This is an optimization exercise on Yosys and OpenROAD, whose aim is small area, not a production implementation.
In this exercise RTL edits were held to simulation tests only and were not proved equivalent to the original.

==> job 5196 <==
// arm_pipe_top
module arm_pipe_top (
    input clk,
    input rst_n,
    output [6:0] imem_addr,
    input [31:0] imem_rdata,
    output dmem_we,
    output [6:0] dmem_addr,
    output [31:0] dmem_wdata,
    input [31:0] dmem_rdata,
    output [31:0] status,
    input [3:0] reg_addr,
    output [31:0] reg_output
);
    localparam [6:0] OP_NOP  = 7'b0100000;
    localparam [6:0] OP_HALT = 7'b0101010;
    function automatic [6:0] dec_op(input [31:0] i);
        reg [3:0] o4;
        reg ok;
        begin
            dec_op = OP_NOP;
            case (i[27:26])
                2'b00: begin
                    if (i[27:21] == 7'b0011001) dec_op = OP_NOP;
                    else if (i[27:21] == 7'b0001000) dec_op = OP_HALT;
                    else if (i[27:21] == 7'b0001001) dec_op = i[5] ? 7'b1001011 : 7'b1001001;
                    else begin
                        ok = 1'b1;
                        case (i[24:21])
                            4'b0100: o4 = 4'b1000;
                            4'b0010: o4 = 4'b1001;
                            4'b1010: o4 = 4'b1010;
                            4'b0000: o4 = 4'b1011;
                            4'b1100: o4 = 4'b1100;
                            4'b0001: o4 = 4'b1101;
  ...
clock: 15.0 ns
lec_check: 0
cap_margin: 20
cell_pad_in_sites_detail_placement: 2
cell_pad_in_sites_global_placement: 2
core_margin: 2
core_utilization: 30
place_density: 0.5
slew_margin: 20
run.sh (not shown) runs the stock make flow with config.mk's settings and CLKGATE_MAP_FILE= SYNTH_SCRIPT=/design/flow/synth_recipe.tcl, a recipe that flattens the netlist after the stock synthesis.
==> inputs of job 3974, as changes to job 5196 <==
--- a/flow/design.v
+++ b/flow/design.v
@@ -66,11 +66,12 @@
     reg q1f, q2f;
     reg [31:0] instr_e;                  
     reg nop_e, bv_e;
     reg [6:0] pc_e;
     reg [31:0] instr_m;                  
-    reg nop_m, bv_m, bref;
+    reg pm_selA, pm_selB, pm_sub;        
+    reg v_m, bref;                       
     reg [6:0] pc_m;
     reg ldr_w, ldr_b;                    
     reg [3:0] rt_w, rt_b;
     reg [31:0] A_reg, B_reg;             
     reg [5:0] S_amt;                     
@@ -79,19 +80,18 @@
     reg fN, fZ, fV;                      
     reg [31:0] rf [0:14];
     wire sel_q1 = q1f & ~q2f;
     wire is_empty = ~(q1f | q2f);
     wire [31:0] instr_d = is_empty ? imem_rdata : (sel_q1 ? q1 : q2);
-    wire v_m = (bref == bv_m) & ~nop_m;
     wire [6:0] op_m = v_m ? dec_op(instr_m) : OP_NOP;
     wire [3:0] cond_m = instr_m[31:28];
     wire [3:0] rn_m = instr_m[19:16];
     wire [3:0] rd_m = instr_m[15:12];
     wire [1:0] shop_m = v_m ? instr_m[6:5] : 2'b00;
     wire P_m = instr_m[24], U_m = instr_m[23], W_m = instr_m[21], Sb_m = instr_m[20];
     reg [1:0] sel_pc_m;
-    reg sel_bimm, sel_A, sel_B, sel_pre;
+    reg sel_bimm, sel_pre;
     reg [2:0] alu_op;
     reg en_status;
     reg [1:0] sel_w1;
     reg w_en1, mem_we, is_halt, bref_new;
     wire bc_taken =
@@ -109,23 +109,19 @@
         (cond_m == 4'b1101 && (fZ || (fN != fV))) ||
         (cond_m == 4'b1110);
     always @* begin
         sel_pc_m = 2'b00;
         sel_bimm = 1'b0;
-        sel_A = 1'b0;
-        sel_B = 1'b0;
         alu_op = 3'b000;
         sel_pre = 1'b0;
         en_status = 1'b0;
         sel_w1 = 2'b00;
         w_en1 = 1'b0;
         mem_we = 1'b0;
         is_halt = 1'b0;
         bref_new = bref;
         if (op_m[6] == 1'b0 && op_m[5:4] != 2'b10 && cond_m != 4'b1111) begin
-            sel_A = ~op_m[3];
-            sel_B = ~op_m[4];
             case (op_m[2:0])
                 3'b001, 3'b010: alu_op = 3'b001;
                 3'b011: alu_op = 3'b010;
                 3'b100: alu_op = 3'b011;
                 3'b101: alu_op = 3'b111;
@@ -133,23 +129,20 @@
             endcase
             en_status = Sb_m;
             w_en1 = (op_m[3:0] != 4'b1010);
         end else if (op_m[6:5] == 2'b11 || op_m[6:3] == 4'b1000) begin
             sel_pre = P_m;
-            sel_B = ~op_m[3];
             alu_op = U_m ? 3'b000 : 3'b001;
             en_status = Sb_m;
             if (W_m) sel_w1 = 2'b10;
             w_en1 = W_m;
             mem_we = op_m[4];
         end else if (op_m[6:3] == 4'b1001) begin
             if (bc_taken) begin
                 sel_pc_m = 2'b11;
                 bref_new = ~bref;
             end
-            sel_A = op_m[0];
-            sel_B = ~op_m[0];
             sel_bimm = ~op_m[0];
             if (op_m[1]) begin
                 sel_w1 = 2'b01;
                 w_en1 = 1'b1;
             end
@@ -160,52 +153,80 @@
         end
     end
     wire [31:0] Bs = B_reg;
     wire s_ge32 = S_big | S_amt[5];
     wire s_ror0 = S_big | (S_amt[5] & (S_amt[4:0] != 5'd0));
-    wire signed [31:0] Bsg = B_reg;
-    wire [31:0] asr_out = Bsg >>> S_amt[4:0];
+    wire sh_lsl = (shop_m == 2'b00);
+    wire sh_asr = (shop_m == 2'b10);
+    wire sh_ror = (shop_m == 2'b11);
+    wire [4:0] rot_n = sh_lsl ? (5'd0 - S_amt[4:0]) : S_amt[4:0];
+    wire [31:0] rot0 = rot_n[0] ? {Bs[0], Bs[31:1]} : Bs;
+    wire [31:0] rot1 = rot_n[1] ? {rot0[1:0], rot0[31:2]} : rot0;
+    wire [31:0] rot2 = rot_n[2] ? {rot1[3:0], rot1[31:4]} : rot1;
+    wire [31:0] rot3 = rot_n[3] ? {rot2[7:0], rot2[31:8]} : rot2;
+    wire [31:0] rot4 = rot_n[4] ? {rot3[15:0], rot3[31:16]} : rot3;
+    wire sh_fill = sh_asr & Bs[31];
+    wire sh_big = sh_ror ? s_ror0 : s_ge32;
+    reg [31:0] therm;                    
     reg [31:0] shift_out;
+    integer si;
     always @* begin
-        case (shop_m)
-            2'b00: shift_out = s_ge32 ? 32'd0 : (Bs << S_amt[4:0]);
-            2'b01: shift_out = s_ge32 ? 32'd0 : (Bs >> S_amt[4:0]);
-            2'b10: shift_out = s_ge32 ? {32{Bs[31]}} : asr_out;
-            default: shift_out = s_ror0 ? 32'd0 : ((Bs >> S_amt[4:0]) | (Bs << (6'd32 - {1'b0, S_amt[4:0]})));
-        endcase
+        therm = 32'hffffffff << S_amt[4:0];
+        for (si = 0; si < 32; si = si + 1)
+            shift_out[si] = (~sh_big & (sh_ror | (sh_lsl ? therm[si] : therm[31-si]))) ? rot4[si] : sh_fill;
     end
     wire [31:0] imm_data = sel_bimm ? {{8{instr_m[23]}}, instr_m[23:0]} : {20'd0, instr_m[11:0]};
+    wire sel_A = v_m & pm_selA;
+    wire sel_B = v_m & pm_selB;
     wire [31:0] val_A = sel_A ? 32'd0 : A_reg;
     wire [31:0] val_B = sel_B ? imm_data : shift_out;
+    wire alu_sub = v_m & pm_sub;
+    wire [31:0] add_b = val_B ^ {32{alu_sub}};
+    wire [32:0] add_c;
+    wire [31:0] add_s;
+    assign add_c[0] = alu_sub;
+    genvar ga;
+    generate
+        for (ga = 0; ga < 32; ga = ga + 1) begin : g_add
+            assign add_s[ga] = val_A[ga] ^ add_b[ga] ^ add_c[ga];
+            assign add_c[ga+1] = (val_A[ga] & add_b[ga]) | (add_c[ga] & (val_A[ga] ^ add_b[ga]));
+        end
+    endgenerate
     reg [31:0] alu_out;
     reg alu_v;
     always @* begin
         alu_v = 1'b0;
         case (alu_op)
             3'b000: begin
-                alu_out = val_A + val_B;
-                alu_v = (val_A[31] & val_B[31] & ~alu_out[31]) | (~val_A[31] & ~val_B[31] & alu_out[31]);
+                alu_out = add_s;
+                alu_v = (val_A[31] & val_B[31] & ~add_s[31]) | (~val_A[31] & ~val_B[31] & add_s[31]);
             end
             3'b001: begin
-                alu_out = val_A - val_B;
-                alu_v = val_B[31] & alu_out[31];
+                alu_out = add_s;
+                alu_v = val_B[31] & add_s[31];
             end
             3'b010: alu_out = val_A & val_B;
             3'b011: alu_out = val_A | val_B;
             default: alu_out = val_A ^ val_B;
         endcase
     end
     wire alu_z = (alu_out == 32'd0);
     wire [3:0] w_addr1 = (sel_w1 == 2'b01) ? 4'd14 : (sel_w1 == 2'b10) ? rn_m : rd_m;
-    wire [31:0] w_data1 = (sel_w1 == 2'b01) ? dmem_rdata : alu_out;
-    integer k;
-    always @(posedge clk) begin
-        for (k = 0; k < 15; k = k + 1) begin
-            if (ldr_b && rt_b == k[3:0]) rf[k] <= dmem_rdata;
-            else if (w_en1 && w_addr1 == k[3:0]) rf[k] <= w_data1;
+    wire w1_lr = (sel_w1 == 2'b01);      
+    wire [14:0] wl, ww, wr, wa, wh;
+    genvar gi;
+    generate
+        for (gi = 0; gi < 15; gi = gi + 1) begin : g_rf
+            assign wl[gi] = ldr_b & (rt_b == gi);
+            assign ww[gi] = w_en1 & (w_addr1 == gi);
+            assign wr[gi] = wl[gi] | (ww[gi] & w1_lr);
+            assign wa[gi] = ww[gi] & ~w1_lr & ~wl[gi];
+            assign wh[gi] = ~(wl[gi] | ww[gi]);
+            always @(posedge clk)
+                rf[gi] <= ({32{wr[gi]}} & dmem_rdata) | ({32{wa[gi]}} & alu_out) | ({32{wh[gi]}} & rf[gi]);
         end
-    end
+    endgenerate
     wire [6:0] op_e = nop_e ? OP_NOP : dec_op(instr_e);
     wire [3:0] cond_e = instr_e[31:28];
     wire [3:0] rn_e = instr_e[19:16];
     wire [3:0] rm_e = instr_e[3:0];
     wire [3:0] rs_e = instr_e[11:8];
@@ -261,10 +282,27 @@
             sel_s_in = 2'b11;
             en_S = 1'b1;
             en_B = op_e[0];
         end
     end
+    reg pe_selA, pe_selB, pe_sub;
+    always @* begin
+        pe_selA = 1'b0;
+        pe_selB = 1'b0;
+        pe_sub = 1'b0;
+        if (op_e[6] == 1'b0 && op_e[5:4] != 2'b10 && cond_e != 4'b1111) begin
+            pe_selA = ~op_e[3];
+            pe_selB = ~op_e[4];
+            pe_sub = (op_e[2:0] == 3'b001) || (op_e[2:0] == 3'b010);
+        end else if (op_e[6:5] == 2'b11 || op_e[6:3] == 4'b1000) begin
+            pe_selB = ~op_e[3];
+            pe_sub = ~instr_e[23];
+        end else if (op_e[6:3] == 4'b1001) begin
+            pe_selA = op_e[0];
+            pe_selB = ~op_e[0];
+        end
+    end
     wire is_str_e = (op_e[6:5] == 2'b11) && op_e[4];
     wire [3:0] s_addr = is_str_e ? rd_e : rs_e;
     wire [31:0] A_data = (rn_e == 4'd15) ? 32'd0 : rf[rn_e];
     wire [31:0] B_data = (rm_e == 4'd15) ? 32'd0 : rf[rm_e];
     wire [31:0] S_data = (s_addr == 4'd15) ? 32'd0 : rf[s_addr];
@@ -287,13 +325,17 @@
             2'b10: S_in = dmem_rdata;
             default: S_in = 32'd0;
         endcase
     end
     wire [31:0] shift_amt = sel_shift ? S_in : {27'd0, imm5_e};
-    wire [31:0] SD_next = (s_addr == 4'd15) ? 32'd0 :
-                          (ldr_b && rt_b == s_addr) ? dmem_rdata :
-                          (w_en1 && w_addr1 == s_addr) ? w_data1 : S_data;
+    wire sd_l = ldr_b && (rt_b == s_addr);
+    wire sd_w = w_en1 && (w_addr1 == s_addr);
+    wire sd_ok = (s_addr != 4'd15);
+    wire sd_r = sd_ok & (sd_l | (sd_w & w1_lr));
+    wire sd_a = sd_ok & sd_w & ~w1_lr & ~sd_l;
+    wire sd_h = ~(sd_l | sd_w);
+    wire [31:0] SD_next = ({32{sd_r}} & dmem_rdata) | ({32{sd_a}} & alu_out) | ({32{sd_h}} & S_data);
     always @(posedge clk) begin
         if (en_A) A_reg <= A_in;
         if (en_B) B_reg <= B_in;
         if (en_S) begin
             S_amt <= shift_amt[5:0];
@@ -304,10 +346,13 @@
             fN <= alu_out[31];
             fZ <= alu_z;
             fV <= alu_v;
         end
         rt_w <= rd_m;
+        pm_selA <= pe_selA;
+        pm_selB <= pe_selB;
+        pm_sub <= pe_sub;
         rt_b <= rt_w;
     end
     wire load_pc = ~st_stop & ~stall;
     wire [1:0] sel_pc = st_run ? sel_pc_m : 2'b01;
     wire [6:0] start_pc = is_halt ? pc_m : 7'd0;
@@ -330,14 +375,11 @@
             pc_fw <= 7'd0;
             q1f <= 1'b0;
             q2f <= 1'b0;
             nop_e <= 1'b1;
             bv_e <= 1'b0;
-            pc_e <= 7'd0;
-            nop_m <= 1'b1;
-            bv_m <= 1'b0;
-            pc_m <= 7'd0;
+            v_m <= 1'b0;
             bref <= 1'b0;
             ldr_w <= 1'b0;
             ldr_b <= 1'b0;
         end else begin
             st_run <= 1'b1;
@@ -350,24 +392,23 @@
             q2f <= q1f & (~load_pc | ~sel_q1);
             if (~stall) begin
                 nop_e <= 1'b0;
                 bv_e <= bv_fw;
             end
-            pc_e <= pc_fw;
-            nop_m <= stall | nop_e;
-            bv_m <= bv_e;
-            pc_m <= pc_e;
+            v_m <= (bref_new == bv_e) & ~stall & ~nop_e;
             bref <= bref_new;
             ldr_w <= ldr_m;
             ldr_b <= ldr_w;
         end
     end
     always @(posedge clk) begin
         q1 <= imem_rdata;
         q2 <= q1;
         if (~stall) instr_e <= instr_d;
         instr_m <= instr_e;
+        pc_e <= pc_fw;
+        pc_m <= pc_e;
     end
     assign imem_addr = pc;
     assign dmem_we = mem_we;
     assign dmem_addr = sel_pre ? val_A[6:0] : alu_out[6:0];
     assign dmem_wdata = SD;
==> flow/flow/run.sh (new file) <==
#!/bin/bash
# The standard layout (standard.sh), with these changes to how it is made:
#  - ABC maps the logic with an area-oriented script (flow/abc.script) instead
#    of the delay-oriented one, without buffering or sizing at synthesis;
#    placement, CTS and global-route repair still fix slew, capacitance and timing;
#  - port buffers use the smallest buffer cell (every port is still buffered);
#  - CTS clusters more sinks per buffer and inserts no dummy loads.
set -euo pipefail
here=$(pwd)
rm -rf "$here/scripts_area"
cp -r "$FLOW_HOME/scripts" "$here/scripts_area"
cp "$here/flow/abc.script" "$here/scripts_area/abc_speed.script"
bash standard.sh SCRIPTS_DIR="$here/scripts_area" \
  BUFFER_PORTS_ARGS="-buffer_cell sky130_fd_sc_hd__buf_1" \
  CTS_ARGS="-sink_clustering_enable -repair_clock_nets -dont_use_dummy_load -sink_clustering_size 25 -sink_clustering_max_diameter 80" \
  finish > "$here/flow_make.log" 2>&1
==> flow/flow/abc.script (new file) <==
strash
&get -n
&fraig -x
&put
scorr
dc2
strash
dch -f
dc2
strash
&get -n
&synch2
&nf -R 2000
&put
strash
&get -n
&synch2
&nf -R 2000
&put
strash
&get -n
&synch2
&nf -R 2000
&put
==> flow/standard.sh (new file) <==
#!/bin/bash
# synth_recipe.tcl (not shown) runs the flow's synth.tcl, then flattens the netlist and writes it again
# the make line also repeats each setting of config.mk as NAME=value (left out here)
make -C /OpenROAD-flow-scripts/flow DESIGN_CONFIG=/design/flow/config.mk WORK_HOME=/design/flow/orfs CLKGATE_MAP_FILE= SYNTH_SCRIPT=/design/flow/synth_recipe.tcl "${@:-finish}"
removed: flow/run.sh
==> inputs of job 5462, as changes to job 5196 <==
==> flow/flow/run.sh (new file) <==
#!/bin/bash
set -euo pipefail
here=$(pwd)
rm -rf "$here/scripts_area"
cp -r "$FLOW_HOME/scripts" "$here/scripts_area"
cp "$here/flow/abc.script" "$here/scripts_area/abc_speed.script"
bash standard.sh SCRIPTS_DIR="$here/scripts_area" finish > "$here/flow_make.log" 2>&1
==> flow/flow/abc.script (new file) <==
strash
&get -n
&fraig -x
&put
scorr
dc2
strash
dch -f
dc2
strash
&get -n
&dch -f
&nf
&put
==> flow/standard.sh (new file) <==
#!/bin/bash
# synth_recipe.tcl (not shown) runs the flow's synth.tcl, then flattens the netlist and writes it again
# the make line also repeats each setting of config.mk as NAME=value (left out here)
make -C /OpenROAD-flow-scripts/flow DESIGN_CONFIG=/design/flow/config.mk WORK_HOME=/design/flow/orfs CLKGATE_MAP_FILE= SYNTH_SCRIPT=/design/flow/synth_recipe.tcl "${@:-finish}"
removed: flow/run.sh
==> summary.txt <==
Between job 5462 and job 5196, the lower register-to-register slack is in job 5462 (gap 1.3 ns).
In job 5196 the wire length is larger than in job 3974, by about 12%.
Of job 5196 and job 5462, job 5196 has the higher design area (gap 7.4%, measured against job 5462).
==> figures <==
| metric | job 5196 | job 3974 | job 5462 |
|---|---|---|---|
| Post-Route Hold Slack | 0.341 ns | 0.324 ns | 0.340 ns |
| Outcome | timing/DRC/antenna clean | timing/DRC/antenna clean | timing/DRC/antenna clean |
| Number of placed cells counting well taps | 8775 | 7014 | 8067 |
| Post-DP HPWL | 264000 um | 204000 um | 233000 um |
| Number of cells traversed by the worst register-to-register path | 25 | 53 | 45 |
| Clock net sink count | 770 | 772 | 770 |
| CP required | 12.00 ns | 15.40 ns | 15.55 ns |
| Count of flip-flops and latches | 770 | 772 | 770 |
| First-pass GRT wire length | 536000 um | 473000 um | 497000 um |

==> what the ideal ports hide <==
No port has a modelled driver above. Below, the same layouts with a new extraction and two added sets of constraints. Step 1 assumes that a clkbuf_16 drives the clock port and a buf_2 every other input. Step 2 also shifts input and output timing later by t, the mid clock arrival at the registers, as if the neighbouring blocks saw the same clock. a / b / c = ideal / step 1 / step 2; a / b = the first two.
run	t (ns)	setup WS [ns]	hold slack, ns
job 5196	0.842	3.678 / 3.589 / 4.431	0.341 / 0.341 / 0.341
job 3974	0.784	0.527 / 0.527 / 0.527	0.324 / 0.324 / 0.324
job 5462	0.826	3.892 / 3.892 / 3.892	0.340 / 0.340 / 0.340
After both steps setup and hold are still met in every run listed.
